Context: an optimization exercise on an open-source flow, tuned for small area, a short achievable clock period and few clock cycles. The choices shown serve that exercise and are no tape-out recipe.
At most, simulation tests tie the RTL to the original design; equivalence was not proved.
Only the layout flow was run in runs 1 to 4; the RTL was not checked for function there.
Power and IR drop assume default switching activity.

`flow/flow/run.sh`:
```
#!/bin/bash
# Runs the standard ORFS layout (standard.sh) with the extra make
# settings listed one per line in flow/make_args.
set -euo pipefail
mapfile -t extra < flow/make_args
bash standard.sh "${extra[@]}" finish > standard_flow.log 2>&1
```
`flow/flow/make_args`:
```
SETUP_SLACK_MARGIN=11
BUFFER_PORTS_ARGS=-buffer_cell sky130_fd_sc_hd__buf_1
CTS_ARGS=-sink_clustering_enable -repair_clock_nets -dont_use_dummy_load -buf_list sky130_fd_sc_hd__clkbuf_8
```
`flow/standard.sh`:
```
#!/bin/bash
# synth_recipe.tcl (not shown) runs the flow's synth.tcl, then flattens the netlist and writes it again
# the make line also repeats each setting of config.mk as NAME=value (left out here)
make -C /OpenROAD-flow-scripts/flow DESIGN_CONFIG=/design/flow/config.mk WORK_HOME=/design/flow/orfs CLKGATE_MAP_FILE= SYNTH_SCRIPT=/design/flow/synth_recipe.tcl "${@:-finish}"
```
`flow/config.mk`:
```
export PLATFORM = sky130hd
export DESIGN_NAME = AEC
export DESIGN_NICKNAME = AEC
export VERILOG_FILES = /design/flow/design.v
export SDC_FILE = /design/flow/constraint.sdc
export NUM_CORES = 4
export LEC_CHECK = 0
export ABC_AREA = 1
export CAP_MARGIN = 20
export CORE_MARGIN = 2
export CORE_UTILIZATION = 50
export SLEW_MARGIN = 20
```
`flow/constraint.sdc`:
```
create_clock -name core_clock -period 14.0 [get_ports {clk}]
set_input_delay 2.8000 -clock core_clock [delete_from_list [all_inputs] [get_ports {clk}]]
set_output_delay 2.8000 -clock core_clock [all_outputs]
set_load 0.01 [all_outputs]
```
`flow/design.v`:
```
module AEC(clk, rst, ascii_in, ready, valid, result);
input clk;
input rst;
input ready;
input [7:0] ascii_in;
output valid;
output [6:0] result;
reg active;             
reg valid_r;            
reg k_dig, k_pm, k_mul, k_lp, k_rp;    
reg [3:0] xv;           
wire inexpr = ready | active;
wire [7:0] a = ascii_in;
wire is_eq  = a[4] & a[3] & a[2];              
wire is_dig = a[6] | (a[4] & ~(a[3] & a[2]));  
wire is_op  = ~a[6] & ~a[4];                   
wire [2:0] a_inc = a[2:0] + 3'd1;
wire [3:0] dval = a[6] ? {1'b1, a_inc} : a[3:0];
always @(posedge clk) begin
	if (rst) begin
		active  <= 1'b0;
		valid_r <= 1'b0;
		k_dig   <= 1'b0;
		k_pm    <= 1'b0;
		k_mul   <= 1'b0;
		k_lp    <= 1'b0;
		k_rp    <= 1'b0;
	end else begin
		active  <= inexpr & ~is_eq;
		valid_r <= inexpr & is_eq;
		k_dig   <= inexpr & is_dig;
		k_pm    <= inexpr & is_op & a[0] & (a[1] | a[2]);  
		k_mul   <= inexpr & is_op & ~a[0] & a[1];    
		k_lp    <= inexpr & is_op & ~a[0] & ~a[1];   
		k_rp    <= inexpr & is_op & a[0] & ~a[2] & ~a[1];  
	end
	xv <= a[6] ? {1'b1, a_inc} : (is_op & a[1] & ~a[0]) ? 4'hf : a[3:0];
end
reg [6:0] A, B;
reg [13:0] E0, E1, E2;    
reg [5:0] F;              
reg po;                   
wire [6:0] Asel = k_rp ? (F[0] ? E0[13:7] : 7'd0) : A;
wire [6:0] Bsel = k_rp ? (F[0] ? E0[6:0]  : 7'd1) : B;
wire [6:0] X    = k_rp ? A : {{3{k_mul}}, xv};
wire [6:0] P    = Bsel * X;
wire [6:0] Q    = Asel + P;
always @(posedge clk) begin
	if (rst) begin
		A  <= 7'd0;
		B  <= 7'd1;
		F  <= 6'd0;
		po <= 1'b0;
	end else begin
		po <= k_mul | k_pm;
		if (valid_r | k_lp) begin
			A <= 7'd0;
			B <= 7'd1;
		end else if (k_dig | k_rp) begin
			A <= Q;
			B <= P;
		end else if (k_mul) begin
			A <= Q;
		end else if (k_pm) begin
			B <= xv[2] ? 7'h7f : 7'd1;
		end
		if (k_lp)
			F <= {F[4:0], po};
		else if (k_rp)
			F <= {1'b0, F[5:1]};
	end
	if (k_lp & po) begin
		E0 <= {A, B};
		E1 <= E0;
		E2 <= E1;
	end else if (k_rp & F[0]) begin
		E0 <= E1;
		E1 <= E2;
	end
end
assign valid  = valid_r;
assign result = A;
endmodule
```
==> flow_summary.yaml, run 1 <==
outcome:
  status: "no timing/DRC/antenna violations"
worst_setup_path:
  crit_slowest_cell: "fa_1"
  crit_path_end_kind: "flip-flop"
  cp.arrival_ns: 4.43
  critPathKind: "flip-flop to flip-flop"
  crit_start: "k_rp"
  ff2ff_setup_slack_ns: 9.83
  timing.rr.start: "k_rp"
  path_cells: "buf_8 > nand3_4 > nand2_4 > nand2_2 > fa_1 > inv_2 > ha_4 > inv_2 > fa_1 > fa_1 > inv_2 > ha_4 > xor2_4 > ha_4 > a21oi_4 > xnor2_2 > inv_1 > nand2_1 > nand2_1 > a21oi_2"
  critPathMaxStageDelay_ns: 0.56
  reg2regPathDepth: 20
  worstReg2RegEnd: "A[6]"
  startpoint_type: "flip-flop"
  crit_end: "A[6]"
  critPathMaxFanout: 7
  cp.required_ns: 14.26
place:
  post-place-cells: 598
  postPlaceCellArea_um2: 4395
  place_ws_ns: 9.222
  place_congestion: 0.8725
  port_buffers: 16
  dp_hpwl_um: 6483
clocking:
  clkSinkCount: 74
  htreeDepth: 3
  clk_pin_slew_ns: 0.08
  insertion_delay_ns: 0.35
  cts_tree: "yes"
  clockBufferDepth: 2
  numCtsBuffers: 9
  root_buffer: "clkbuf_8"
power_and_ir_drop:
  total_power_mw: 0.5473
  p_int_mw: 0.3810
  p_per_area_nw_per_um2: 99.20
  p_sw_frac: 0.3037
  irDropWorstVdd_v: 0.00005707
  power_leakage_nw: 2.451
  p_clk_frac: 0.230
  seq_power_share: 0.436
  p_switching_mw: 0.1662
  comb_power_share: 0.334
job:
  cap_violations: 0
layout:
  finalNonFillerCells: 659
  n_antenna_cell: 0
  nets: 595
  final_cell_area_um2: 5517
  final_core_util: 0.6817
  multi_input_area_um2: 2238
  area_delta_synth_final_pct: 34.09
  final-seq-area_um2: 1928
  drive_gt1_frac: 0.3285
  n_fill_cell: 660
global_route:
  grt_pass1_wl_um: 15760
  grt_pass1_vias: 3203
  grt_use_total: 0.2331
  antenna_found_initial: 0
  overflow: 0
  grt_start_max_net_pins: 54
yosys:
  synth-seq-cells: 74
  yosysSeqAreaShare: 0.4623
  ys_warn_count: 1
  synthArstFlopShare: 0
  yosys_most_used_dff: "edfxtp_1"
  synth_fa_ha_area_frac: 0.09976
  ys_types: 41
  synthSimpleGateAreaFrac: 0.2019
  netlist_instances: 488
  synth_top_family_by_area: "simple AND/OR/NAND/NOR gates"
  netlist_area_um2: 4114
  avgSynthCellArea_um2: 8.430
  synth_edf_count: 42
  synth_compound_area_frac: 0.1186
  synthXorXnorAreaFrac: 0.01703
  synth_fp_nets: 527
  synthMuxAreaShare: 0
sta:
  setup_ws_ns: 9.827
  whs_ns: 0.4436
  slew_violations: 0
  fin_crit_ns: 4.173
  max-slew-margin-rel: 0.4928
  period_share: 0.2981
  setup_violations: 0
  rsz0062_at_grt: "yes"
  fin_skew_ns: 0.02257
  tightest_slew_ns: 0.7600
  tns_ns: 0
  maxClockFrequency_mhz: 239.6
  hold_violations: 0
drt:
  drt_iter0_drc: 234
  routed_wl_um: 10170
  wl_met2_um: 4807
  wl_met3_um: 489
  dr_total_vias: 3464
  drtPass1Iterations: 5
  top_layer: "met4"
  drc: 0
  drtAntennaViolNets: 0
  wl_per_cell_um: 15.43
  vias_per_cell: 5.256
  wl_met1_um: 4504
floorplan:
  fp.dieArea_um2: 8969
  start_util: 0.5083
  row_count: 33
  ios: 19
  die_w_um: 94.71
  die_y_um: 94.71
  core_area_um2: 8093
worst_hold_path:
  hold_depth: 0
  min_path_type: "flip-flop to flip-flop"
-- layout by cell type, fill, tap and decap left out, types with 12 or more instances in the layout --
cell type	count
nor2_1	17
nand2_1	112
buf_6	21
buf_4	34
edfxtp_1	42
o21ai_0	28
nand3_1	12
dfxtp_1	23
nand2_2	24
inv_1	73
-- final cells by class --
| type | count | share of cell area |
|---|---|---|
| multi-input combinational | 314 | 0.4058 |
| sequential | 74 | 0.3495 |
| timing repair buffer | 70 | 0.1322 |
| clock buffer | 9 | 0.02245 |
| tap | 105 | 0.02381 |
| inverter | 87 | 0.06623 |
-- cells in the mapped netlist (2+ instances only) --
library cell  number  area (um2)
a21oi_1           16       80.08
edfxtp_1          42        1261
o21ai_2            3       26.28
o21ai_0           36       180.2
o221ai_1           3       26.28
dfxtp_1           32       640.6
o211ai_1           3       22.52
nand3_2            4       40.04
nand3_1           16       80.08
a221oi_1           2       17.52
fa_1               8       160.2
xor2_1             7       61.31
nand2_2            5       31.28
o22ai_1            8       50.05
nor2_1            23       86.33
nor2_2             2       12.51
a31oi_1            4       25.02
nor3_1             4       20.02
inv_1             85       319.1
nand2_1          134       503.0
clkbuf_1           7       26.28
nand4_1            2       12.51
buf_6              4       45.04
ha_1              20       250.2
nand3b_1           2       15.01
-- metal layers --
| metal | global-route usage | up-vias |
|---|---|---|
| met5 | 0 | - |
| met4 | 0.09783 | 0 |
| met3 | 0.03671 | 26 |
| met2 | 0.3522 | 100 |
| met1 | 0.3342 | 1621 |
| li1 | - | 1717 |
-- flip-flops by register name, summed over array words and instances (netlist names) --
| signal | count |
|---|---|
| xv | 4 |
| k_dig | 1 |
| B | 7 |
| k_rp | 1 |
| A | 7 |
| E0 | 14 |
| valid_r | 1 |
| k_mul | 1 |
| active | 1 |
| k_lp | 1 |
| E2 | 14 |
| F | 6 |
| E1 | 14 |
| k_pm | 1 |
| po | 1 |
-- how the worst min path moves through the flow --
stage,from,slack [ns],endpoint
2_1_floorplan,E1[0],0.43,E2[0]
3_3_place_gp,E1[9],0.43,E2[9]
4_1_cts,E1[9],0.44,E2[9]
5_1_grt,E1[9],0.45,E2[9]
6_report,E1[9],0.44,E2[9]
3_5_place_dp,E1[9],0.44,E2[9]
-- power by group through the flow --
| stage | Combinational (mW) | Sequential [mW] | Clock [mW] |
|---|---|---|---|
| 4_1_cts | 0.143 | 0.238 | 0.128 |
| 5_1_grt | 0.200 | 0.239 | 0.137 |
| 3_5_place_dp | 0.114 | 0.243 | 0 |
| 6_report | 0.183 | 0.239 | 0.126 |
| 3_3_place_gp | 0.112 | 0.243 | 0 |
| 2_1_floorplan | 0.0868 | 0.243 | 0 |
-- cell families (layout without fill, tap and decap cells) --
group                      count (synthesis)  after routing
and+or+nand+nor                          196            196
adders and majority gates                 28             28
AOI/OAI and AO/OA                         82             82
DFF                                       74             74
buffers and inverters                    100            166
xor gates and xnor gates                   8              8
-- worst max-delay path, delay by kind of cell (launching register included) --
| family | cells | cell delay (ns) |
|---|---|---|
| adders and majority gates | 6 | 2.35 |
| xor gates and xnor gates | 2 | 0.41 |
| AOI/OAI and AO/OA | 2 | 0.16 |
| and+or+nand+nor | 5 | 0.34 |
| DFF | 1 | 0.46 |
| buffers and inverters | 5 | 0.35 |
-- repair_timing --
item,CTS,global route
hold buffers,0,0
endpoints found under the setup margin,37,39
cloned,0,1
pin swaps,19,45
endpoints found under the hold margin,0,0
gates resized for setup,70,67
buffers inserted,23,28
==> inputs of run 2 (changes only) <==
--- a/flow/design.v
+++ b/flow/design.v
@@ -42,6 +42,9 @@
 reg po;                   
+wire nx_rp = ~a[6] & ~a[4] & a[0] & ~a[1] & ~a[2];
+wire pop_now = k_rp & F[0];
+wire nx_f = k_rp ? F[1] : F[0];
+wire [6:0] nx_c = nx_f ? (pop_now ? E1[6:0] : E0[6:0]) : 7'd1;
 wire [6:0] Asel = k_rp ? (F[0] ? E0[13:7] : 7'd0) : A;
-wire [6:0] Bsel = k_rp ? (F[0] ? E0[6:0]  : 7'd1) : B;
 wire [6:0] X    = k_rp ? A : {{3{k_mul}}, xv};
-wire [6:0] P    = Bsel * X;
+wire [6:0] P    = B * X;
 wire [6:0] Q    = Asel + P;
@@ -60,3 +63,3 @@
 			A <= Q;
-			B <= P;
+			B <= nx_rp ? nx_c : P;
 		end else if (k_mul) begin
--- a/flow/flow/make_args
+++ b/flow/flow/make_args
@@ -1,2 +1,2 @@
-SETUP_SLACK_MARGIN=11
+SETUP_SLACK_MARGIN=10
 BUFFER_PORTS_ARGS=-buffer_cell sky130_fd_sc_hd__buf_1
==> flow_summary.yaml, run 2 <==
outcome:
  status: "no timing/DRC/antenna violations"
drt:
  wl_per_cell_um: 14.58
  dr_total_vias: 3267
  drt_iter0_drc: 159
  vias_per_cell: 5.186
  drc: 0
  drtAntennaViolNets: 0
  drtPass1Iterations: 4
  routed_wl_um: 9183
global_route:
  grt_start_max_net_pins: 52
  antenna_found_initial: 0
  overflow: 0
  grt_pass1_vias: 3161
  grt_use_total: 0.2264
  grt_pass1_wl_um: 15430
yosys:
  ys_warn_count: 1
  avgSynthCellArea_um2: 8.249
  synth.area.top_cells: "edfxtp_1 (31%), dfxtp_1 (16%), nand2_1 (13%)"
  synth-seq-cells: 74
  yosys_most_used_dff: "edfxtp_1"
  synth_top_area_cell: "edfxtp_1"
  synth_commonest_cells: "nand2_1 (139), inv_1 (76), edfxtp_1 (42), nor2_1 (38), o21ai_0 (33)"
  yosysTopAreaCellShare: 0.3064
  synthArstFlopShare: 0
  synth_edf_count: 42
  synth_most_common_cell: "nand2_1"
  synth_fp_nets: 538
  ys_types: 39
  netlist_instances: 499
  yosysSeqAreaShare: 0.4620
  netlist_area_um2: 4116
layout:
  drive_gt1_frac: 0.1714
  n_antenna_cell: 0
  final_common_cell: "nand2_1"
  nets: 566
  final_core_util: 0.5869
  area_delta_synth_final_pct: 15.38
  layout_common_cells: "nand2_1 (130), inv_1 (67), edfxtp_1 (42)"
  top_regs: "E0 (14), E1 (14), E2 (14)"
worst_setup_path:
  critPathKind: "flip-flop to flip-flop"
  cp_common_cell: "ha_4"
  path_delay_family: "adder cells"
  cp.required_ns: 14.23
  critPathMaxStageDelay_ns: 0.59
  startpoint_type: "flip-flop"
  crit_buf_inv: 3
  cp.arrival_ns: 4.31
  crit_path_end_kind: "flip-flop"
  path_cells: "buf_6 > nand2_2 > nand2_4 > inv_4 > nor2_4 > fa_1 > ha_4 > ha_4 > fa_1 > ha_4 > a21oi_2 > nand2_2 > xor2_4 > ha_4 > inv_2 > nor2_4 > nor2_4 > xnor2_2 > nand3_1 > nand2_1 > nor2_1 > nor2_1"
  crit_slowest_cell: "fa_1"
  critPathMaxFanout: 6
sta:
  hold_violations: 0
  rsz0062_at_grt: "yes"
  fin_skew_ns: 0.02295
  maxClockFrequency_mhz: 245.5
  slew_violations: 0
  setup_violations: 0
  tns_ns: 0
  whs_ns: 0.4626
  max-slew-margin-rel: 0.5002
  period_share: 0.2910
  tightest_slew_ns: 0.7451
  fin_crit_ns: 4.074
power_and_ir_drop:
  p_per_area_nw_per_um2: 109.9
  power_leakage_nw: 2.055
  irDropWorstVdd_v: 0.00004263
floorplan:
  die_y_um: 94.74
  ios: 19
  row_count: 33
  start_util: 0.5087
  die_w_um: 94.74
  core_area_um2: 8093
  fp.dieArea_um2: 8975
place:
  place_congestion: 0.8121
  dp_hpwl_um: 6616
  port_buffers: 16
clocking:
  clockBufferDepth: 2
  clk_pin_slew_ns: 0.09
  cts_hold_buf: 0
  cts_tree: "yes"
  insertion_delay_ns: 0.36
  clkSinkCount: 74
  numCtsBuffers: 9
  htreeDepth: 3
  root_buffer: "clkbuf_8"
worst_hold_path:
  min_path_type: "flip-flop to flip-flop"
job:
  cap_violations: 0
[run 2: cell types whose count changed in the layout (fill, tap and decap cells not counted), sizes merged, moves of 3 or more]
| cell | previous run | this run |
|---|---|---|
| buf | 69 | 27 |
| nor2 | 25 | 41 |
| nand2 | 140 | 149 |
| a31oi | 4 | 8 |
| inv | 84 | 80 |
| nand3 | 20 | 16 |
| o21ai | 40 | 36 |
| a22o | 0 | 3 |
| xor2 | 7 | 4 |
[run 2: worst paths after layout]
path | slack [ns] | endpoint | depth (start not counted) | from
setup / recovery | 9.93 | A[6] | 22 | k_rp
hold / removal | 0.46 | E2[10] | 0 | E1[10]
setup reg to reg | 9.93 | A[6] | 22 | k_rp
hold reg to reg | 0.46 | E2[10] | 0 | E1[10]
[run 2: cell type report]
type	instances	area, um2
tap	105	131.4
inverter	81	314.1
multi-input combinational	334	2122
sequential	74	1908
clock buffer	9	123.9
timing repair buffer	27	150.1
fill	755	3343
[run 2: worst reg2reg max path, stage by stage, from the launching register on]
cell and delay (ns):
dfxtp_4 0.39, buf_6 0.13, nand2_2 0.07, nand2_4 0.07
inv_4 0.08, nor2_4 0.04, fa_1 0.59, ha_4 0.22
ha_4 0.22, fa_1 0.58, ha_4 0.24, a21oi_2 0.15
nand2_2 0.10, xor2_4 0.21, ha_4 0.27, inv_2 0.04
nor2_4 0.09, nor2_4 0.04, xnor2_2 0.13, nand3_1 0.09
nand2_1 0.05, nor2_1 0.09, nor2_1 0.04
[run 2: cell families (layout without fill, tap and decap cells)]
| kind of cell | count (synthesis) | after routing | share of synthesized area |
|---|---|---|---|
| adder cells (fa/ha/maj) | 28 | 28 | 0.09970 |
| buffers and inverters | 91 | 117 | 0.08541 |
| flip-flops | 74 | 74 | 0.4620 |
| AND/OR/NAND/NOR | 216 | 216 | 0.2182 |
| AO/OA/AOI/OAI | 84 | 84 | 0.1219 |
| XOR/XNOR | 6 | 6 | 0.01277 |
[run 2: layer usage]
metal / vias to the layer above / share of wire / GRT usage
met5: - / 0 / 0
met4: 0 / 0.012 / 0.07488
met3: 10 / 0.035 / 0.04070
met2: 52 / 0.46 / 0.3481
met1: 1528 / 0.49 / 0.3242
li1: 1677 / - / -
[run 2: repair_timing]
action,in CTS,in global routing
endpoints found under the hold margin,0,0
pin swaps,16,25
setup buffers,9,0
endpoints found under the setup margin,9,8
cloned,0,0
resized for setup,27,32
[run 2: metrics by stage]
stage	total power [mW]	instance area [um2]	cells	worst slack, ns
2_1_floorplan	0.3289	4136	499	10.06
3_3_place_gp	0.3564	4295	612	9.405
3_5_place_dp	0.3592	4295	612	9.376
4_1_cts	0.5078	4626	630	9.828
5_1_grt	0.5509	4750	630	9.721
6_report	0.5222	4750	630	9.926
[run 2: report_power, final]
part	leakage (nW)	switching [mW]	total [mW]	internal [mW]
combinational	1.35	0.0875	0.153	0.0656
sequential	0.641	0.00741	0.241	0.234
clock	0.0647	0.0704	0.128	0.0574
total	2.06	0.165	0.522	0.357
==> inputs of run 3 (changes only) <==
--- a/flow/design.v
+++ b/flow/design.v
@@ -17,3 +17,2 @@
 wire [2:0] a_inc = a[2:0] + 3'd1;
-wire [3:0] dval = a[6] ? {1'b1, a_inc} : a[3:0];
 always @(posedge clk) begin
@@ -32,5 +31,5 @@
 		k_pm    <= inexpr & is_op & a[0] & (a[1] | a[2]);  
-		k_mul   <= inexpr & is_op & ~a[0] & a[1];    
-		k_lp    <= inexpr & is_op & ~a[0] & ~a[1];   
-		k_rp    <= inexpr & is_op & a[0] & ~a[2] & ~a[1];  
+		k_mul   <= inexpr & is_op & ~a[0] & a[1];           
+		k_lp    <= inexpr & is_op & ~a[0] & ~a[1];          
+		k_rp    <= inexpr & is_op & a[0] & ~a[2] & ~a[1];   
 	end
@@ -38,3 +37,3 @@
 end
-reg [6:0] A, B;
+reg [6:0] A, B, K;
 reg [13:0] E0, E1, E2;    
@@ -42,10 +41,8 @@
 reg po;                   
-wire nx_rp = ~a[6] & ~a[4] & a[0] & ~a[1] & ~a[2];
-wire pop_now = k_rp & F[0];
-wire nx_f = k_rp ? F[1] : F[0];
-wire [6:0] nx_c = nx_f ? (pop_now ? E1[6:0] : E0[6:0]) : 7'd1;
-wire [6:0] Asel = k_rp ? (F[0] ? E0[13:7] : 7'd0) : A;
-wire [6:0] X    = k_rp ? A : {{3{k_mul}}, xv};
-wire [6:0] P    = B * X;
-wire [6:0] Q    = Asel + P;
+wire [6:0] P = B * xv + (k_mul ? {~B[2:0], 4'd0} + 7'd16 : 7'd0);
+wire [6:0] Q = A + P;
+wire [6:0] S_o = F[0] ? E0[13:7] : 7'd0;
+wire [6:0] R = S_o + A;
+wire [6:0] K_o = F[0] ? E0[6:0] : K;
+wire [6:0] negK = ~K + 7'd1;
 always @(posedge clk) begin
@@ -54,2 +51,3 @@
 		B  <= 7'd1;
+		K  <= 7'd1;
 		F  <= 6'd0;
@@ -58,8 +56,9 @@
 		po <= k_mul | k_pm;
-		if (valid_r | k_lp) begin
+		if (valid_r) begin
 			A <= 7'd0;
 			B <= 7'd1;
-		end else if (k_dig | k_rp) begin
+			K <= 7'd1;
+		end else if (k_dig) begin
 			A <= Q;
-			B <= nx_rp ? nx_c : P;
+			B <= P;
 		end else if (k_mul) begin
@@ -67,3 +66,10 @@
 		end else if (k_pm) begin
-			B <= xv[2] ? 7'h7f : 7'd1;
+			B <= xv[2] ? negK : K;
+		end else if (k_lp) begin
+			A <= 7'd0;
+			K <= B;
+		end else if (k_rp) begin
+			A <= R;
+			B <= A;
+			K <= K_o;
 		end
@@ -75,3 +81,3 @@
 	if (k_lp & po) begin
-		E0 <= {A, B};
+		E0 <= {A, K};
 		E1 <= E0;
==> flow_summary.yaml, run 3 <==
worst_setup_path:
  path_delay_family: "flip-flops"
  critPathMaxFanout: 6
  crit_path_end_kind: "primary output"
  ff2ff_setup_slack_ns: 10.22
  path_cells: "buf_1"
  crit_slowest_cell: "dfxtp_1"
  timing.rr.start: "xv[3]"
  cp.required_ns: 11.20
  critPathKind: "flip-flop to primary output"
  critPathMaxStageDelay_ns: 0.54
  reg2regPathDepth: 19
  cp.depth: 1
  crit_buf_inv: 1
  worstReg2RegEnd: "A[6]"
  cp.arrival_ns: 1.08
  startpoint_type: "flip-flop"
yosys:
  synthArstFlopShare: 0
  ys_warn_count: 1
  synth.area.top_cells: "edfxtp_1 (27%), dfxtp_1 (17%), nand2_1 (15%)"
  yosysSeqAreaShare: 0.4389
  netlist_instances: 573
  avgSynthCellArea_um2: 8.119
  yosys_most_used_dff: "edfxtp_1"
  synth_most_common_cell: "nand2_1"
  synth_top_area_cell: "edfxtp_1"
  synth-seq-cells: 81
  synth_edf_count: 42
  ys_types: 40
  synth_fp_nets: 618
  yosysTopAreaCellShare: 0.2711
  netlist_area_um2: 4652
  synth_commonest_cells: "nand2_1 (184), inv_1 (78), edfxtp_1 (42), dfxtp_1 (39), o21ai_0 (38)"
sta:
  maxClockFrequency_mhz: 258.1
  tightest_slew_ns: 0.9822
  fin_crit_ns: 3.875
  hold_violations: 0
  fin_skew_ns: 0.02871
  tns_ns: 0
  setup_violations: 0
  slew_violations: 0
  rsz0062_at_grt: "no"
  max-slew-margin-rel: 0.3411
  period_share: 0.2768
layout:
  area_delta_synth_final_pct: 8.096
  top_regs: "E0 (14), E1 (14), E2 (14)"
  nets: 637
  drive_gt1_frac: 0.09831
  finalNonFillerCells: 701
  final_common_cell: "nand2_1"
  n_antenna_cell: 0
  layout_common_cells: "nand2_1 (183), inv_1 (78), edfxtp_1 (42)"
job:
  cap_violations: 0
power_and_ir_drop:
  p_per_area_nw_per_um2: 97.93
  irDropWorstVdd_v: 0.00004664
  power_leakage_nw: 2.325
worst_hold_path:
  min_path_type: "flip-flop to flip-flop"
  min_from: "E1[4]"
  whs_endpoint: "E2[4]"
  hold_depth: 0
clocking:
  root_buffer: "clkbuf_8"
  htreeDepth: 3
  clockBufferDepth: 2
  cts_tree: "yes"
  clk_pin_slew_ns: 0.08
  insertion_delay_ns: 0.35
  cts_hold_buf: 0
  clkSinkCount: 81
  numCtsBuffers: 9
global_route:
  grt_pass1_vias: 3552
  grt_use_total: 0.2139
  overflow: 0
  grt_start_max_net_pins: 43
  antenna_found_initial: 0
  grt_pass1_wl_um: 16860
drt:
  drt_iter0_drc: 192
  dr_total_vias: 3681
  drtPass1Iterations: 6
  routed_wl_um: 10020
  vias_per_cell: 5.251
  drc: 0
  wl_per_cell_um: 14.29
  drtAntennaViolNets: 0
place:
  dp_hpwl_um: 7239
  port_buffers: 16
  place_congestion: 0.8484
  post-place-cells: 687
floorplan:
  die_w_um: 100.5
  fp.dieArea_um2: 10090
  row_count: 35
  die_y_um: 100.5
  start_util: 0.5083
  ios: 19
  core_area_um2: 9153
outcome:
  status: "no timing/DRC/antenna violations"
==> run 3: cell types whose count changed after synthesis, sizes merged, moves of 7 or more <==
cell   previous run  this run
dfxtp            32        39
nand2           149       188
a21oi            18        27
nor2             41        21
nand3            16        24
==> run 3: layout make-up <==
class                   instances  area, um2
fillers                       904       4124
multi-input cells             390       2265
flip-flops and latches         81       2062
inverters                      87      326.6
well taps                     111      138.9
clock buffers                   9      123.9
repair buffers                 23      112.6
==> run 3: repair_timing <==
item | CTS | global route
pin swaps | 0 | 6
resized for setup | 4 | 17
hold endpoints to repair | 0 | 0
setup endpoints to repair | 4 | 2
setup buffers | 1 | 4
==> run 3: kinds of logic (layout without fill, tap and decap cells) <==
family          after synthesis  after routing  share of synthesized area
compound gates              101            101                     0.1283
xor+xnor                      8              8                    0.01506
fa+ha+maj                    34             34                     0.1092
buf+inv                     102            119                    0.08741
flops                        81             81                     0.4389
simple gates                247            247                     0.2211
==> run 3: worst max-delay path by stage <==
stage,slack (ns),to,from
global route,10.0,A[6],xv[3]
floorplan,10.18,A[6],xv[2]
global placement,9.62,B[4],rst
CTS,10.0,A[6],B[1]
finish,10.12,result[2],A[2]
detailed placement,9.64,B[4],rst
==> run 3: per-stage QoR <==
step	utilization	setup slack, ns	hold slack (ns)	cell area (um2)	power (mW)
after CTS	0.5403	9.996	0.4533	4945	0.4868
after detailed placement	0.5233	9.637	0.4332	4790	0.3526
final	0.5494	10.12	0.4526	5029	0.4925
after floorplan	-	10.18	0.4268	4652	0.3298
after global routing	0.5494	10.00	0.4597	5029	0.5214
after global placement	0.5233	9.616	0.4303	4790	0.3505
==> run 3: per-layer routing <==
layer / vias to the layer above / part of all wire / GRT usage
li1: 1909 / - / -
met1: 1694 / 0.46 / 0.2858
met2: 71 / 0.49 / 0.3645
met3: 7 / 0.045 / 0.03883
met4: 0 / 0.0078 / 0.04742
met5: - / 0 / 0
==> run 3: power breakdown <==
part	internal, mW	total (mW)	switching (mW)
sequential	0.253	0.264	0.0110
clock	0.0576	0.132	0.0740
combinational	0.0409	0.0971	0.0562
total	0.351	0.492	0.141
==> inputs of run 4 (changes only) <==
--- a/flow/design.v
+++ b/flow/design.v
@@ -35,3 +35,3 @@
 	end
-	xv <= a[6] ? {1'b1, a_inc} : (is_op & a[1] & ~a[0]) ? 4'hf : a[3:0];
+	xv <= a[6] ? {1'b1, a_inc} : (is_op & a[1] & ~a[0]) ? 4'h1 : a[3:0];
 end
@@ -41,4 +41,16 @@
 reg po;                   
-wire [6:0] P = B * xv + (k_mul ? {~B[2:0], 4'd0} + 7'd16 : 7'd0);
-wire [6:0] Q = A + P;
+wire [6:0] r0 = ({7{xv[0]}} & B) ^ {7{k_mul}};
+wire [6:0] r1 = {7{xv[1]}} & {B[5:0], 1'b0};
+wire [6:0] r2 = {7{xv[2]}} & {B[4:0], 2'b0};
+wire [6:0] r3 = {7{xv[3]}} & {B[3:0], 3'b0};
+wire [6:0] s1 = r0 ^ r1 ^ r2;
+wire [6:0] c1 = (r0 & r1) | (r0 & r2) | (r1 & r2);
+wire [6:0] t1 = {c1[5:0], 1'b0};
+wire [6:0] s2 = s1 ^ t1 ^ r3;
+wire [6:0] c2 = (s1 & t1) | (s1 & r3) | (t1 & r3);
+wire [6:0] t2 = {c2[5:0], k_mul};
+wire [6:0] s3 = s2 ^ t2 ^ A;
+wire [6:0] c3 = (s2 & t2) | (s2 & A) | (t2 & A);
+wire [6:0] P = s2 + t2;
+wire [6:0] Q = s3 + {c3[5:0], 1'b0};
 wire [6:0] S_o = F[0] ? E0[13:7] : 7'd0;
==> flow_summary.yaml, run 4 <==
outcome:
  status: "no timing/DRC/antenna violations"
drt:
  drtPass1Iterations: 4
  wl_per_cell_um: 14.58
  dr_total_vias: 3622
  drt_iter0_drc: 204
  vias_per_cell: 5.257
  routed_wl_um: 10050
  drtAntennaViolNets: 0
  drc: 0
power_and_ir_drop:
  irDropWorstVdd_v: 0.00005538
  p_per_area_nw_per_um2: 98.32
  power_leakage_nw: 2.257
  total_power_mw: 0.4846
sta:
  fin_skew_ns: 0.02380
  hold_violations: 0
  setup_ws_ns: 10.08
  period_share: 0.2801
  fin_crit_ns: 3.922
  setup_violations: 0
  tightest_slew_ns: 1.021
  max-slew-margin-rel: 0.3184
  tns_ns: 0
  slew_violations: 0
  maxClockFrequency_mhz: 255.0
  rsz0062_at_grt: "no"
worst_setup_path:
  startpoint_type: "flip-flop"
  crit_buf_inv: 1
  critPathMaxFanout: 6
  cp.arrival_ns: 1.12
  path_cells: "buf_1"
  ff2ff_setup_slack_ns: 10.38
  critPathKind: "flip-flop to primary output"
  path_delay_family: "flip-flops"
  crit_start: "A[4]"
  critPathMaxStageDelay_ns: 0.59
  cp.required_ns: 11.20
  crit_path_end_kind: "primary output"
  timing.rr.start: "xv[0]"
  reg2regPathDepth: 16
  worstReg2RegEnd: "A[6]"
  crit_slowest_cell: "dfxtp_1"
worst_hold_path:
  min_from: "E1[4]"
  whs_endpoint: "E2[4]"
  min_path_type: "flip-flop to flip-flop"
  hold_depth: 0
clocking:
  post-cts-setup-buffer-count: 0
  ctsResizeCount: 0
  clkSinkCount: 81
  insertion_delay_ns: 0.35
  htreeDepth: 3
  cts_hold_buf: 0
  root_buffer: "clkbuf_8"
  cts_tree: "yes"
  clk_pin_slew_ns: 0.07
  clockBufferDepth: 2
  numCtsBuffers: 9
layout:
  n_fill_cell: 878
  n_antenna_cell: 0
  nets: 625
  final_common_cell: "nand2_1"
  top_regs: "E0 (14), E1 (14), E2 (14)"
  area_delta_synth_final_pct: 6.259
  layout_common_cells: "nand2_1 (165), inv_1 (84), edfxtp_1 (42)"
  final_cell_area_um2: 4928
  drive_gt1_frac: 0.04671
yosys:
  synthArstFlopShare: 0
  synth-seq-cells: 81
  synth_most_common_cell: "nand2_1"
  synth_commonest_cells: "nand2_1 (165), inv_1 (84), edfxtp_1 (42), o21ai_0 (42), dfxtp_1 (39)"
  yosysSeqAreaShare: 0.4402
  synth.area.top_cells: "edfxtp_1 (27%), dfxtp_1 (17%), nand2_1 (13%)"
  yosys_most_used_dff: "edfxtp_1"
  synth_fp_nets: 608
  synth_edf_count: 42
  yosysTopAreaCellShare: 0.2719
  ys_types: 36
  netlist_area_um2: 4638
  ys_warn_count: 1
  synth_top_area_cell: "edfxtp_1"
  avgSynthCellArea_um2: 8.238
  netlist_instances: 563
floorplan:
  core_area_um2: 9109
  die_w_um: 100.3
  ios: 19
  die_y_um: 100.3
  fp.dieArea_um2: 10060
  row_count: 35
  start_util: 0.5092
place:
  place_congestion: 0.8065
  place_ws_ns: 10.23
  port_buffers: 16
  postPlaceCellArea_um2: 4803
  dp_hpwl_um: 7411
global_route:
  overflow: 0
  grt_pass1_vias: 3606
  grt_use_total: 0.2211
  grt_pass1_wl_um: 17240
  grt_start_max_net_pins: 46
  antenna_found_initial: 0
job:
  cap_violations: 0
run 4: changes by cell type in the layout (fill, tap and decap cells not counted), moves of 5 or more:
cell / previous run / this run
nor2_1: 15 / 21
nand4_1: 7 / 2
nand2_1: 183 / 165
o211ai_1: 4 / 10
inv_1: 78 / 84
xor2_1: 7 / 12
dfxtp_1: 31 / 38
run 4: power by group:
part | total [mW] | internal, mW | leakage [nW] | switching (mW)
Combinational | 0.0871 | 0.0353 | 1.50 | 0.0518
Clock | 0.131 | 0.0576 | 0.0647 | 0.0739
Sequential | 0.266 | 0.253 | 0.696 | 0.0129
run 4: cells by family (layout without fill, tap and decap cells):
| group | count (synthesis) | after routing | share of synthesized area |
|---|---|---|---|
| adder cells (fa/ha/maj) | 34 | 34 | 0.1111 |
| AO/OA/AOI/OAI | 103 | 103 | 0.1338 |
| flip-flops | 81 | 81 | 0.4402 |
| XOR/XNOR | 14 | 14 | 0.02644 |
| buffers and inverters | 100 | 115 | 0.08335 |
| AND/OR/NAND/NOR | 231 | 231 | 0.2050 |
run 4: final cells by class:
type	count	area, um2	share of cell area
Multi-Input combinational cell	382	2213	0.4491
Sequential cell	81	2043	0.4146
Inverter	87	326.6	0.06626
Tap cell	111	138.9	0.02818
Clock buffer	9	123.9	0.02513
Timing Repair Buffer	19	82.58	0.01676
run 4: metal layers:
metal	wire length (um)	track usage	vias up	share of wire
met5	0	0	-	0
met4	128	0.07376	0	0.013
met3	427	0.04318	10	0.042
met2	4922	0.3733	66	0.49
met1	4570	0.2857	1670	0.45
li1	-	-	1876	-
run 4: how the worst max path moves through the flow:
stage | slack, ns | depth (start not counted) | to
6_report | 10.08 | 1 | result[4]
5_1_grt | 10.02 | 1 | result[4]
4_1_cts | 10.03 | 1 | result[4]
3_5_place_dp | 10.23 | 15 | A[6]
3_3_place_gp | 10.25 | 5 | A[3]
2_1_floorplan | 10.39 | 4 | B[1]
run 4: through the flow:
stage / std cells / util / hold slack [ns]
2_1_floorplan: 563 / - / 0.4268
3_3_place_gp: 680 / 0.5273 / 0.4299
3_5_place_dp: 680 / 0.5273 / 0.4368
4_1_cts: 689 / 0.5409 / 0.4509
5_1_grt: 689 / 0.5411 / 0.4689
6_report: 689 / 0.5411 / 0.4510
==> inputs of run 5 (changes only) <==
--- a/flow/design.v
+++ b/flow/design.v
@@ -38,3 +38,4 @@
 reg [6:0] A, B, K;
-reg [13:0] E0, E1, E2;    
+reg [13:0] E0, E1;        
+reg [6:0] E2;             
 reg [5:0] F;              
@@ -95,6 +96,6 @@
 		E1 <= E0;
-		E2 <= E1;
+		E2 <= E1[13:7];
 	end else if (k_rp & F[0]) begin
 		E0 <= E1;
-		E1 <= E2;
+		E1 <= {E2, 7'd1};
 	end
==> flow_summary.yaml, run 5 <==
clocking:
  insertion_delay_ns: 0.35
  cts_tree: "yes"
  clkSinkCount: 74
  root_buffer: "clkbuf_8"
  clockBufferDepth: 2
  cts_hold_buf: 0
  clk_pin_slew_ns: 0.07
  htreeDepth: 3
  numCtsBuffers: 9
global_route:
  grt_use_total: 0.2048
  overflow: 0
  grt_start_max_net_pins: 41
  antenna_found_initial: 0
  grt_pass1_wl_um: 15880
  grt_pass1_vias: 3389
power_and_ir_drop:
  seq_power_share: 0.534
  p_int_mw: 0.3204
  p_per_area_nw_per_um2: 95.66
  comb_power_share: 0.186
  p_sw_frac: 0.2913
  p_switching_mw: 0.1317
  p_clk_frac: 0.280
  total_power_mw: 0.4521
  irDropWorstVdd_v: 0.00005930
  power_leakage_nw: 2.222
worst_hold_path:
  min_from: "E1[10]"
  min_path_type: "flip-flop to flip-flop"
  whs_endpoint: "E2[3]"
  hold_depth: 0
drt:
  routed_wl_um: 9312
  drc: 0
  drt_iter0_drc: 185
  wl_per_cell_um: 13.90
  drtPass1Iterations: 4
  drtAntennaViolNets: 0
  dr_total_vias: 3500
  vias_per_cell: 5.224
sta:
  tightest_slew_ns: 0.6191
  whs_ns: 0.4559
  fin_crit_ns: 3.954
  rsz0062_at_grt: "no"
  slew_violations: 0
  hold_violations: 0
  setup_violations: 0
  fin_skew_ns: 0.03033
  tns_ns: 0
  period_share: 0.2824
  maxClockFrequency_mhz: 252.9
  max-slew-margin-rel: 0.5868
yosys:
  netlist_instances: 549
  avgSynthCellArea_um2: 8.134
  synth_top_area_cell: "edfxtp_1"
  synth_most_common_cell: "nand2_1"
  netlist_area_um2: 4466
  ys_types: 45
  yosys_most_used_dff: "dfxtp_1"
  synth_edf_count: 35
  synth-seq-cells: 74
  yosysSeqAreaShare: 0.4102
  synth.area.top_cells: "edfxtp_1 (24%), dfxtp_1 (17%), nand2_1 (13%)"
  ys_warn_count: 1
  yosysTopAreaCellShare: 0.2354
  synth_fp_nets: 594
  synth_commonest_cells: "nand2_1 (151), inv_1 (80), dfxtp_1 (39), o21ai_0 (36), edfxtp_1 (35)"
  synthArstFlopShare: 0
layout:
  final_common_cell: "nand2_1"
  layout_common_cells: "nand2_1 (151), inv_1 (80), dfxtp_1 (38)"
  n_antenna_cell: 0
  area_delta_synth_final_pct: 5.828
  finalNonFillerCells: 670
  nets: 609
  top_regs: "E0 (14), E1 (14)"
  drive_gt1_frac: 0.07295
  n_fill_cell: 865
worst_setup_path:
  ff2ff_setup_slack_ns: 10.45
  critPathMaxStageDelay_ns: 0.62
  reg2regPathDepth: 16
  path_delay_family: "flip-flops"
  crit_path_end_kind: "primary output"
  cp.depth: 1
  startpoint_type: "flip-flop"
  worstReg2RegEnd: "A[6]"
  cp.required_ns: 11.20
  timing.rr.start: "xv[0]"
  crit_slowest_cell: "dfxtp_1"
  critPathKind: "flip-flop to primary output"
  crit_buf_inv: 1
  critPathMaxFanout: 6
  cp.arrival_ns: 1.15
  path_cells: "buf_1"
floorplan:
  core_area_um2: 8678
  fp.dieArea_um2: 9703
  row_count: 34
  ios: 19
  die_w_um: 98.51
  start_util: 0.5146
  die_y_um: 98.51
place:
  post-place-cells: 661
  port_buffers: 16
  place_congestion: 0.8300
  dp_hpwl_um: 6910
outcome:
  status: "no timing/DRC/antenna violations"
job:
  cap_violations: 0
## run 5: power by group through the flow
| stage | registers [mW] | clock network [mW] | logic, mW |
|---|---|---|---|
| after CTS | 0.241 | 0.131 | 0.0850 |
| final | 0.241 | 0.127 | 0.0840 |
| after global routing | 0.242 | 0.138 | 0.0978 |
| after global placement | 0.246 | 0 | 0.0826 |
| after floorplan | 0.242 | 0 | 0.0670 |
| after detailed placement | 0.246 | 0 | 0.0843 |
## run 5: kinds of logic after synthesis
| logic type | share of synthesized area |
|---|---|
| buf+inv | 0.09414 |
| xor+xnor | 0.02718 |
| simple gates | 0.2143 |
| fa+ha+maj | 0.1154 |
| compound gates | 0.1387 |
| flops | 0.4102 |
## run 5: through the flow
step | setup slack (ns) | area [um2] | util
after floorplan | 10.45 | 4466 | -
after global placement | 10.25 | 4601 | 0.5301
after detailed placement | 10.23 | 4601 | 0.5301
after CTS | 10.03 | 4725 | 0.5444
after global routing | 10.02 | 4726 | 0.5446
final | 10.05 | 4726 | 0.5446
## run 5: layout make-up
cell class                 count  area, um2  share of cell area
multi-input combinational    371       2217              0.4692
sequential                    74       1833              0.3879
inverter                      89      334.1             0.07069
tap                          108      135.1             0.02859
clock buffer                   9      123.9             0.02621
timing repair buffer          19      82.58             0.01747
## run 5: worst max-delay path by stage
stage,slack (ns),startpoint,to
2_1_floorplan,10.45,rst,B[2]
3_3_place_gp,10.25,k_mul,A[6]
3_5_place_dp,10.23,k_mul,A[6]
4_1_cts,10.03,A[5],result[5]
5_1_grt,10.02,A[5],result[5]
6_report,10.05,A[5],result[5]
## run 5: metal layers
layer	GRT usage	wire length (um)	vias up
met2	0.3496	4446	54
met1	0.2661	4392	1610
met4	0.06428	131	0
met3	0.03617	340	9
li1	-	-	1827
met5	0	0	-
## run 5: what timing repair did
item,in CTS,in global routing
setup endpoints to repair,0,2
buffers inserted,0,0
gates resized for setup,0,1
Testbench counts of run 5, summed over its fixed seeds: cycles 27,544.
==> inputs of run 6 (changes only) <==
--- a/flow/flow/make_args
+++ b/flow/flow/make_args
@@ -1,2 +1,2 @@
-SETUP_SLACK_MARGIN=10
+SETUP_SLACK_MARGIN=10.6
 BUFFER_PORTS_ARGS=-buffer_cell sky130_fd_sc_hd__buf_1
==> flow_summary.yaml, run 6 <==
global_route:
  overflow: 0
  grt_pass1_vias: 3524
  grt_start_max_net_pins: 41
  grt_pass1_wl_um: 16600
  grt_use_total: 0.2169
  antenna_found_initial: 0
drt:
  vias_per_cell: 5.224
  dr_total_vias: 3584
  drtPass1Iterations: 4
  drt_iter0_drc: 133
  drtAntennaViolNets: 0
  routed_wl_um: 9826
  wl_per_cell_um: 14.32
  drc: 0
place:
  port_buffers: 16
  dp_hpwl_um: 7016
  place_congestion: 0.8493
yosys:
  synthArstFlopShare: 0
  ys_types: 45
  synth_top_area_cell: "edfxtp_1"
  synth_fp_nets: 594
  synth_edf_count: 35
  synth-seq-cells: 74
  yosysTopAreaCellShare: 0.2354
  netlist_instances: 549
  synth.area.top_cells: "edfxtp_1 (24%), dfxtp_1 (17%), nand2_1 (13%)"
  yosysSeqAreaShare: 0.4102
  netlist_area_um2: 4466
  synth_commonest_cells: "nand2_1 (151), inv_1 (80), dfxtp_1 (39), o21ai_0 (36), edfxtp_1 (35)"
  synth_most_common_cell: "nand2_1"
  ys_warn_count: 1
  avgSynthCellArea_um2: 8.134
  yosys_most_used_dff: "dfxtp_1"
worst_setup_path:
  crit_slowest_cell: "dfxtp_4"
  cp.arrival_ns: 0.81
  path_delay_family: "flip-flops"
  startpoint_type: "flip-flop"
  crit_path_end_kind: "primary output"
  critPathMaxFanout: 2
  critPathMaxStageDelay_ns: 0.36
  critPathKind: "flip-flop to primary output"
  cp.required_ns: 11.20
  path_cells: "buf_6"
  crit_buf_inv: 1
floorplan:
  die_y_um: 98.51
  die_w_um: 98.51
  row_count: 34
  core_area_um2: 8678
  ios: 19
  fp.dieArea_um2: 9703
  start_util: 0.5146
clocking:
  cts_tree: "yes"
  clkSinkCount: 74
  insertion_delay_ns: 0.35
  cts_hold_buf: 0
  htreeDepth: 3
  clockBufferDepth: 2
  clk_pin_slew_ns: 0.07
  root_buffer: "clkbuf_8"
  numCtsBuffers: 9
power_and_ir_drop:
  irDropWorstVdd_v: 0.00005564
  power_leakage_nw: 2.357
  p_per_area_nw_per_um2: 94.34
  total_power_mw: 0.4709
sta:
  max-slew-margin-rel: 0.5961
  tns_ns: 0
  tightest_slew_ns: 0.6052
  fin_skew_ns: 0.02299
  whs_ns: 0.4508
  hold_violations: 0
  period_share: 0.2580
  setup_violations: 0
  fin_crit_ns: 3.612
  maxClockFrequency_mhz: 276.8
  slew_violations: 0
  rsz0062_at_grt: "yes"
outcome:
  status: "no timing/DRC/antenna violations"
job:
  cap_violations: 0
layout:
  drive_gt1_frac: 0.1488
  n_antenna_cell: 0
  area_delta_synth_final_pct: 11.77
  final_common_cell: "nand2_1"
  top_regs: "E0 (14), E1 (14)"
  nets: 625
  layout_common_cells: "nand2_1 (151), inv_1 (79), edfxtp_1 (35)"
worst_hold_path:
  min_path_type: "flip-flop to flip-flop"
## run 6: worst paths after layout
path          endpoint   start  cells past startpoint  slack, ns
max          result[5]    A[5]                      1      10.39
max reg2reg       A[6]   xv[0]                     16      10.64
min reg2reg      E2[3]  E1[10]                      0       0.45
min              E2[3]  E1[10]                      0       0.45
## run 6: logic make-up (layout without fill, tap and decap cells)
group | count (synthesis) | after routing | synth area share
buffers and inverters | 104 | 133 | 0.09414
DFF | 74 | 74 | 0.4102
xor gates and xnor gates | 13 | 13 | 0.02718
and+or+nand+nor | 223 | 223 | 0.2143
adders and majority gates | 34 | 34 | 0.1154
AOI/OAI and AO/OA | 101 | 101 | 0.1387
## run 6: layer usage
layer,vias up,global-route usage,wire length (um)
met5,-,0,0
li1,1848,-,-
met2,61,0.3794,4911
met4,0,0.06217,109
met3,10,0.03759,287
met1,1665,0.2770,4517
## run 6: per-stage QoR
| stage | setup WS (ns) | cells | area (um2) | utilization |
|---|---|---|---|---|
| after global placement | 10.13 | 660 | 4603 | 0.5304 |
| after detailed placement | 10.09 | 660 | 4603 | 0.5304 |
| after global routing | 10.37 | 686 | 4991 | 0.5751 |
| final | 10.39 | 686 | 4991 | 0.5751 |
| after floorplan | 10.61 | 549 | 4478 | - |
| after CTS | 10.37 | 683 | 4937 | 0.5689 |
## run 6: layout make-up
class	instances	area [um2]
Fill cell	822	3687
Multi-Input combinational cell	371	2265
Sequential cell	74	1867
Inverter	89	337.8
Timing Repair Buffer	35	262.8
Tap cell	108	135.1
Clock buffer	9	123.9
## run 6: repair_timing
item                                    4_1_cts  5_1_grt
gates resized for setup                      36        8
cloned                                        0        0
hold endpoints to repair                      0        0
setup buffers                                14        3
endpoints found under the setup margin       21       12
pin swaps                                     1        4
## run 6: where the power goes
| part | internal (mW) | leakage [nW] | switching, mW |
|---|---|---|---|
| logic | 0.0448 | 1.67 | 0.0608 |
| clock network | 0.0574 | 0.0647 | 0.0692 |
| registers | 0.230 | 0.626 | 0.00834 |
| total | 0.333 | 2.36 | 0.138 |
==> inputs of run 7 (changes only) <==
--- a/flow/flow/make_args
+++ b/flow/flow/make_args
@@ -1,2 +1,2 @@
-SETUP_SLACK_MARGIN=10.6
+SETUP_SLACK_MARGIN=10.3
 BUFFER_PORTS_ARGS=-buffer_cell sky130_fd_sc_hd__buf_1
--- a/flow/config.mk
+++ b/flow/config.mk
@@ -7,3 +7,2 @@
 export LEC_CHECK = 0
-export ABC_AREA = 1
 export CAP_MARGIN = 20
==> flow_summary.yaml, run 7 <==
outcome:
  status: "no timing/DRC/antenna violations"
place:
  post-place-cells: 514
  postPlaceCellArea_um2: 4407
  dp_hpwl_um: 6222
  port_buffers: 16
  place_congestion: 0.7890
clocking:
  clk_pin_slew_ns: 0.08
  htreeDepth: 3
  root_buffer: "clkbuf_8"
  clockBufferDepth: 2
  insertion_delay_ns: 0.35
  numCtsBuffers: 9
  cts_tree: "yes"
  clkSinkCount: 74
  cts_hold_buf: 0
worst_setup_path:
  crit_buf_inv: 1
  ff2ff_setup_slack_ns: 10.44
  cp.arrival_ns: 0.87
  path_cells: "clkbuf_2"
  cp.required_ns: 11.20
  critPathKind: "flip-flop to primary output"
  timing.rr.start: "B[2]"
  reg2regPathDepth: 10
  critPathMaxFanout: 6
  path_delay_family: "flip-flops"
  crit_slowest_cell: "dfxtp_4"
  worstReg2RegEnd: "A[6]"
  startpoint_type: "flip-flop"
  cp.depth: 1
  critPathMaxStageDelay_ns: 0.39
  crit_path_end_kind: "primary output"
drt:
  drtAntennaViolNets: 0
  dr_total_vias: 3036
  drtPass1Iterations: 4
  wl_per_cell_um: 16.98
  drc: 0
  drt_iter0_drc: 186
  routed_wl_um: 9068
  vias_per_cell: 5.685
layout:
  area_delta_synth_final_pct: 9.035
  n_antenna_cell: 0
  nets: 476
  layout_common_cells: "nand2_1 (37), nor2_1 (36), edfxtp_1 (35)"
  top_regs: "E0 (14), E1 (14)"
  final_common_cell: "nand2_1"
  final_cell_area_um2: 4666
  drive_gt1_frac: 0.1748
  finalNonFillerCells: 534
sta:
  tightest_slew_ns: 1.034
  setup_violations: 0
  hold_violations: 0
  max-slew-margin-rel: 0.3089
  maxClockFrequency_mhz: 272.8
  tns_ns: 0
  slew_violations: 0
  fin_crit_ns: 3.666
  period_share: 0.2618
  rsz0062_at_grt: "yes"
  whs_ns: 0.4432
  fin_skew_ns: 0.01879
job:
  cap_violations: 0
worst_hold_path:
  min_from: "E1[7]"
  whs_endpoint: "E2[0]"
  min_path_type: "flip-flop to flip-flop"
  hold_depth: 0
yosys:
  synth_commonest_cells: "dfxtp_1 (39), nand2_1 (38), nor2_1 (36), edfxtp_1 (35), a21oi_1 (27)"
  synth_fp_nets: 458
  ys_warn_count: 1
  synthArstFlopShare: 0
  netlist_area_um2: 4279
  yosys_most_used_dff: "dfxtp_1"
  avgSynthCellArea_um2: 10.36
  ys_types: 49
  synth_most_common_cell: "dfxtp_1"
  yosysTopAreaCellShare: 0.2456
  synth_top_area_cell: "edfxtp_1"
  netlist_instances: 413
  synth-seq-cells: 74
  synth_edf_count: 35
  synth.area.top_cells: "edfxtp_1 (25%), dfxtp_1 (18%), ha_1 (6.4%)"
  yosysSeqAreaShare: 0.4281
power_and_ir_drop:
  irDropWorstVdd_v: 0.00005615
  power_leakage_nw: 1.858
  p_per_area_nw_per_um2: 99.68
  total_power_mw: 0.4651
global_route:
  grt_pass1_wl_um: 14800
  overflow: 0
  grt_pass1_vias: 2928
  antenna_found_initial: 0
  grt_use_total: 0.2125
  grt_start_max_net_pins: 33
floorplan:
  fp.dieArea_um2: 9314
  die_y_um: 96.51
  start_util: 0.5182
  die_w_um: 96.51
  core_area_um2: 8258
  ios: 19
  row_count: 33
==> run 7: changes by cell type after synthesis, sizes merged, moves of 13 or more <==
cell   previous run  this run
o21ai            41        12
and2              0        13
nand2           159        38
mux2              0        21
nand3            24         4
inv              88        12
==> run 7: worst register-to-register path, delay by kind of cell (launching register included) <==
family | cells | cell delay, ns
AO/OA/AOI/OAI | 3 | 0.51
flip-flops | 1 | 0.49
AND/OR/NAND/NOR | 2 | 0.55
XOR/XNOR | 1 | 0.16
adder cells (fa/ha/maj) | 4 | 1.78
==> run 7: final cells by class <==
cell class	count	area, um2
Clock buffer	9	123.9
Fill cell	749	3592
Inverter	12	45.04
Multi-Input combinational cell	307	2340
Sequential cell	74	1872
Tap cell	105	131.4
Timing Repair Buffer	27	153.9
==> run 7: cell families after synthesis <==
group,after synthesis,share of synthesized area
xor gates and xnor gates,30,0.06667
and+or+nand+nor,126,0.1430
muxes,33,0.08334
adders and majority gates,34,0.1205
buffers and inverters,33,0.03129
AOI/OAI and AO/OA,83,0.1272
DFF,74,0.4281
==> run 7: repair_timing <==
item | in CTS | in global routing
endpoints found under the setup margin | 11 | 6
gates cloned | 1 | 0
gates resized for setup | 26 | 6
setup buffers | 4 | 6
pin swaps | 1 | 1
==> run 7: layer usage <==
metal / track usage / part of all wire
met3: 0.04732 / 0.047
met2: 0.3391 / 0.47
met4: 0.05282 / 0.010
met5: 0 / 0
met1: 0.2946 / 0.47
==> run 7: metrics by stage <==
stage,worst slack [ns],utilization
detailed placement,9.746,0.5336
floorplan,10.18,-
finish,10.33,0.5650
global route,10.29,0.5650
CTS,10.26,0.5583
global placement,9.779,0.5333
==> run 7: worst max-delay path by stage <==
| stage | startpoint | to | slack, ns |
|---|---|---|---|
| 2_1_floorplan | rst | k_rp | 10.18 |
| 3_3_place_gp | rst | A[6] | 9.78 |
| 3_5_place_dp | rst | A[6] | 9.75 |
| 4_1_cts | valid_r | valid | 10.26 |
| 5_1_grt | B[2] | A[6] | 10.29 |
| 6_report | A[2] | result[2] | 10.33 |
==> run 7: where the power goes <==
group	total [mW]	internal, mW	leakage (nW)	switching (mW)
combinational	0.0974	0.0437	1.16	0.0537
clock	0.126	0.0574	0.0647	0.0687
sequential	0.242	0.231	0.628	0.0109
==> inputs of run 8 (changes only) <==
--- a/flow/flow/make_args
+++ b/flow/flow/make_args
@@ -3 +3,2 @@
 CTS_ARGS=-sink_clustering_enable -repair_clock_nets -dont_use_dummy_load -buf_list sky130_fd_sc_hd__clkbuf_8
+ADDER_MAP_FILE=
==> flow_summary.yaml, run 8 <==
yosys:
  yosysTopAreaCellShare: 0.2185
  synth_fp_nets: 537
  synth_edf_count: 35
  yosys_most_used_dff: "dfxtp_1"
  netlist_area_um2: 4810
  netlist_instances: 526
  synth.area.top_cells: "edfxtp_1 (22%), dfxtp_1 (16%), xnor2_1 (5.6%)"
  synthArstFlopShare: 0
  ys_warn_count: 1
  synth-seq-cells: 74
  synth_top_area_cell: "edfxtp_1"
  synth_commonest_cells: "nand2_1 (54), nor2_1 (50), dfxtp_1 (39), edfxtp_1 (35), o21ai_0 (34)"
  ys_types: 83
  avgSynthCellArea_um2: 9.144
  synth_most_common_cell: "nand2_1"
  yosysSeqAreaShare: 0.3809
clocking:
  cts_tree: "yes"
  htreeDepth: 3
  root_buffer: "clkbuf_8"
  clk_pin_slew_ns: 0.07
  clkSinkCount: 74
  numCtsBuffers: 9
  insertion_delay_ns: 0.35
  clockBufferDepth: 2
  cts_hold_buf: 0
worst_hold_path:
  min_path_type: "flip-flop to flip-flop"
sta:
  period_share: 0.2613
  maxClockFrequency_mhz: 273.3
  tightest_slew_ns: 0.7338
  setup_violations: 0
  fin_skew_ns: 0.02517
  hold_violations: 0
  slew_violations: 0
  rsz0062_at_grt: "no"
  max-slew-margin-rel: 0.5096
  tns_ns: 0
  fin_crit_ns: 3.659
layout:
  final_core_util: 0.5505
  n_antenna_cell: 0
  final_cell_area_um2: 5111
  drive_gt1_frac: 0.1625
  nets: 536
  area_delta_synth_final_pct: 6.269
  layout_common_cells: "nand2_1 (54), nor2_1 (49), edfxtp_1 (35)"
  top_regs: "E0 (14), E1 (14)"
  final_common_cell: "nand2_1"
drt:
  drc: 0
  drtAntennaViolNets: 0
  routed_wl_um: 10800
  drt_iter0_drc: 258
  dr_total_vias: 3860
  vias_per_cell: 5.920
  wl_per_cell_um: 16.56
  drtPass1Iterations: 5
floorplan:
  row_count: 35
  core_area_um2: 9284
  die_w_um: 102.1
  die_y_um: 102.1
  fp.dieArea_um2: 10420
  start_util: 0.5181
  ios: 19
worst_setup_path:
  crit_buf_inv: 1
  cp.required_ns: 11.20
  path_delay_family: "flip-flops"
  cp.arrival_ns: 0.86
  critPathKind: "flip-flop to primary output"
  crit_slowest_cell: "dfxtp_4"
  path_cells: "buf_2"
  startpoint_type: "flip-flop"
  critPathMaxStageDelay_ns: 0.39
  critPathMaxFanout: 7
  crit_path_end_kind: "primary output"
job:
  cap_violations: 0
power_and_ir_drop:
  total_power_mw: 0.4997
  irDropWorstVdd_v: 0.00005959
  p_per_area_nw_per_um2: 97.77
  power_leakage_nw: 1.742
place:
  port_buffers: 16
  dp_hpwl_um: 7773
  postPlaceCellArea_um2: 4910
  place_congestion: 0.8090
global_route:
  grt_use_total: 0.2227
  overflow: 0
  grt_pass1_wl_um: 18010
  grt_start_max_net_pins: 30
  grt_pass1_vias: 3538
  antenna_found_initial: 0
outcome:
  status: "no timing/DRC/antenna violations"
[run 8: cells by family after synthesis]
group	share of synthesized area
adders and majority gates	0.01769
muxes	0.07388
xor gates and xnor gates	0.09885
AOI/OAI and AO/OA	0.2209
DFF	0.3809
buffers and inverters	0.04605
and+or+nand+nor	0.1618
[run 8: worst paths after layout]
| check | end | slack, ns | cells after the start | start |
|---|---|---|---|---|
| worst max-delay path | result[2] | 10.34 | 1 | A[2] |
| worst min-delay path | E2[1] | 0.45 | 0 | E1[8] |
| worst max register to register | A[6] | 10.68 | 10 | B[0] |
| worst min register to register | E2[1] | 0.45 | 0 | E1[8] |
[run 8: cell type report]
| class | instances | area [um2] |
|---|---|---|
| clock buffer | 9 | 123.9 |
| timing repair buffer | 25 | 143.9 |
| multi-input combinational | 401 | 2766 |
| fill | 896 | 4173 |
| sequential | 74 | 1863 |
| tap | 129 | 161.4 |
| inverter | 14 | 52.55 |
[run 8: what timing repair did]
| item | CTS | global route |
|---|---|---|
| setup buffers | 4 | 1 |
| resized for setup | 17 | 8 |
| endpoints found under the setup margin | 9 | 8 |
[run 8: metal layers]
| metal | global-route usage | routed length, um | up-vias |
|---|---|---|---|
| met4 | 0.06359 | 203 | 0 |
| met2 | 0.3532 | 5026 | 90 |
| met1 | 0.3095 | 5002 | 1849 |
| met3 | 0.04720 | 567 | 16 |
| li1 | - | - | 1905 |
| met5 | 0 | 0 | - |
[run 8: power breakdown]
part	leakage, nW	switching, mW	internal (mW)
logic	1.05	0.0742	0.0562
registers	0.626	0.0136	0.231
clock network	0.0647	0.0675	0.0573
[run 8: stage by stage]
stage / instances / hold WS (ns) / setup slack, ns
after CTS: 651 / 0.4542 / 10.26
after detailed placement: 638 / 0.4331 / 9.902
after floorplan: 526 / 0.4204 / 10.16
after global placement: 637 / 0.4253 / 9.924
after global routing: 652 / 0.4565 / 10.30
final: 652 / 0.4523 / 10.34
==> inputs of run 9 (changes only) <==
==> flow/flow/make_args (replaced) <==
SETUP_SLACK_MARGIN=10.3
BUFFER_PORTS_ARGS=-buffer_cell sky130_fd_sc_hd__buf_1
CTS_ARGS=-sink_clustering_enable -repair_clock_nets -dont_use_dummy_load -buf_list sky130_fd_sc_hd__clkbuf_8
--- a/flow/config.mk
+++ b/flow/config.mk
@@ -7,2 +7,3 @@
 export LEC_CHECK = 0
+export ABC_AREA = 1
 export CAP_MARGIN = 20
==> flow_summary.yaml, run 9 <==
layout:
  area_delta_synth_final_pct: 7.313
  n_antenna_cell: 0
  drive_gt1_frac: 0.1041
  nets: 614
  final_common_cell: "nand2_1"
  layout_common_cells: "nand2_1 (151), inv_1 (80), edfxtp_1 (35), o21ai_0 (35), dfxtp_1 (31)"
  top_regs: "E0 (14), E1 (14)"
  n_fill_cell: 856
yosys:
  synthSimpleGateAreaFrac: 0.2143
  synth_top_family_by_area: "simple AND/OR/NAND/NOR gates"
  synthMuxAreaShare: 0
  synth_edf_count: 35
  yosys_most_used_dff: "dfxtp_1"
  yosysTopAreaCellShare: 0.2354
  synth_commonest_cells: "nand2_1 (151), inv_1 (80), dfxtp_1 (39), o21ai_0 (36), edfxtp_1 (35)"
  ys_types: 45
  synth-seq-cells: 74
  avgSynthCellArea_um2: 8.134
  yosysSeqAreaShare: 0.4102
  synthXorXnorAreaFrac: 0.02718
  synth_fp_nets: 594
  netlist_area_um2: 4466
  synthArstFlopShare: 0
  synth_most_common_cell: "nand2_1"
  synth_top_area_cell: "edfxtp_1"
  synth_compound_area_frac: 0.1387
  ys_warn_count: 1
  synth.area.top_cells: "edfxtp_1 (24%), dfxtp_1 (17%), nand2_1 (13%)"
  synth_fa_ha_area_frac: 0.1154
  netlist_instances: 549
floorplan:
  die_y_um: 98.51
  die_w_um: 98.51
  start_util: 0.5146
  core_area_um2: 8678
  row_count: 34
  fp.dieArea_um2: 9703
  ios: 19
worst_setup_path:
  critPathMaxFanout: 5
  startpoint_type: "flip-flop"
  worstReg2RegEnd: "A[6]"
  crit_path_end_kind: "primary output"
  critPathMaxStageDelay_ns: 0.39
  critPathKind: "flip-flop to primary output"
  ff2ff_setup_slack_ns: 10.52
  cp.arrival_ns: 0.87
  reg2regPathDepth: 16
  cp.required_ns: 11.20
  path_cells: "clkbuf_2"
  timing.rr.start: "B[3]"
  crit_slowest_cell: "dfxtp_2"
  path_delay_family: "flip-flops"
  crit_buf_inv: 1
worst_hold_path:
  min_path_type: "flip-flop to flip-flop"
  min_from: "E1[10]"
  whs_endpoint: "E2[3]"
  hold_depth: 0
outcome:
  status: "no timing/DRC/antenna violations"
global_route:
  grt_pass1_vias: 3407
  overflow: 0
  grt_pass1_wl_um: 16010
  grt_start_max_net_pins: 41
  antenna_found_initial: 0
  grt_use_total: 0.2071
sta:
  slew_violations: 0
  max-slew-margin-rel: 0.5874
  hold_violations: 0
  setup_ws_ns: 10.33
  setup_violations: 0
  tns_ns: 0
  fin_crit_ns: 3.669
  maxClockFrequency_mhz: 272.6
  period_share: 0.2620
  tightest_slew_ns: 0.6182
  rsz0062_at_grt: "yes"
  fin_skew_ns: 0.03045
place:
  place_ws_ns: 10.23
  dp_hpwl_um: 6910
  place_congestion: 0.8300
  port_buffers: 16
clocking:
  numCtsBuffers: 9
  cts_tree: "yes"
  htreeDepth: 3
  insertion_delay_ns: 0.35
  clockBufferDepth: 2
  root_buffer: "clkbuf_8"
  clkSinkCount: 74
  cts_hold_buf: 0
  clk_pin_slew_ns: 0.07
drt:
  wl_met1_um: 4378
  wl_met3_um: 343
  drc: 0
  drt_iter0_drc: 175
  drtAntennaViolNets: 0
  drtPass1Iterations: 4
  vias_per_cell: 5.227
  dr_total_vias: 3528
  top_layer: "met4"
  wl_per_cell_um: 14.01
  wl_met2_um: 4604
  routed_wl_um: 9455
job:
  cap_violations: 0
power_and_ir_drop:
  irDropWorstVdd_v: 0.00005910
  power_leakage_nw: 2.274
  p_per_area_nw_per_um2: 94.79
## run 9: cell count changes in the layout (fill, tap and decap cells not counted), moves of 9 or more
cell	delta
nand2_1	+97
inv_1	+67
xnor2_1	-29
ha_1	+22
mux2_2	-19
nor2_1	-19
mux2i_1	-13
nand3_1	+13
fa_1	+12
a211oi_1	-10
nor3_1	-10
a21oi_1	-9
## run 9: cell type report
type	count	area (um2)	share of cell area
multi-input cells	371	2217	0.4627
flip-flops and latches	74	1854	0.3869
inverters	89	334.1	0.06971
well taps	108	135.1	0.02820
repair buffers	24	127.6	0.02663
clock buffers	9	123.9	0.02585
## run 9: per-layer routing
metal / vias up / global-route usage
met3: 9 / 0.03617
met2: 55 / 0.3574
met5: - / 0
li1: 1838 / -
met1: 1626 / 0.2661
met4: 0 / 0.06428
## run 9: kinds of logic after synthesis
family	after synthesis
compound gates	101
simple gates	223
buf+inv	104
flops	74
xor+xnor	13
fa+ha+maj	34
## run 9: worst max-delay path by stage
stage | start | to | cells past startpoint
floorplan | rst | B[2] | 4
global placement | k_mul | A[6] | 13
detailed placement | k_mul | A[6] | 13
CTS | A[5] | result[5] | 1
global route | B[3] | A[6] | 16
finish | A[1] | result[1] | 1
## run 9: what timing repair did
action,4_1_cts,5_1_grt
cloned,0,0
setup buffers,2,3
setup endpoints to repair,8,6
gates resized for setup,13,6
## run 9: through the flow
stage,instances,total power [mW],hold slack [ns],utilization,cell area [um2]
2_1_floorplan,549,0.3087,0.4268,-,4466
3_3_place_gp,661,0.3287,0.4329,0.5301,4601
3_5_place_dp,661,0.3305,0.4371,0.5301,4601
4_1_cts,672,0.4587,0.4605,0.5486,4761
5_1_grt,675,0.4813,0.4667,0.5522,4792
6_report,675,0.4542,0.4558,0.5522,4792
## run 9: where the power goes
| part | internal [mW] | total (mW) | switching (mW) |
|---|---|---|---|
| registers | 0.230 | 0.239 | 0.00885 |
| clock network | 0.0575 | 0.126 | 0.0687 |
| logic | 0.0350 | 0.0891 | 0.0541 |
| total | 0.323 | 0.454 | 0.132 |

==> afterwards: timing with drivers on the ports <==
How much do the figures lean on ideal ports? The routed layouts below were timed once more, with nothing changed but the port constraints. Step 1 assumes that a clkbuf_16 drives the clock port and a buf_2 every other input. Step 2, shift: input delay + t, output delay - t, t = (earliest + latest rising clock arrival at the registers) / 2. This alone moves slack from input paths to output paths. Three values: ideal, step 1, step 2; two values: the first two.
run | shift t [ns] | setup WS [ns] | clock arrival spread, ns | worst register clock-pin slew, ns | worst slew at a driven data input, ns
run 1 | 0.366 | 9.827 / 9.827 / 9.827 | 0.023 / 0.022 | 0.08 / 0.08 | 0.06
run 2 | 0.381 | 9.926 / 9.926 / 9.825 | 0.024 / 0.023 | 0.09 / 0.09 | 0.03
run 3 | 0.371 | 10.125 / 10.092 / 9.940 | 0.030 / 0.029 | 0.09 / 0.09 | 0.03
run 4 | 0.371 | 10.078 / 10.043 / 10.218 | 0.025 / 0.025 | 0.09 / 0.09 | 0.03
run 5 | 0.367 | 10.046 / 10.013 / 10.249 | 0.030 / 0.031 | 0.09 / 0.09 | 0.03
run 6 | 0.371 | 10.388 / 10.352 / 10.323 | 0.023 / 0.024 | 0.08 / 0.08 | 0.03
run 7 | 0.368 | 10.334 / 10.302 / 10.014 | 0.020 / 0.019 | 0.08 / 0.08 | 0.03
run 8 | 0.369 | 10.341 / 10.309 / 10.009 | 0.026 / 0.025 | 0.08 / 0.08 | 0.03
run 9 | 0.366 | 10.331 / 10.298 / 10.250 | 0.030 / 0.030 | 0.09 / 0.09 | 0.03
After both steps every run listed still meets setup and hold. For run 8, which loses most, drivers alone change the setup slack by -0.032 ns; drivers and shift together by -0.332 ns.
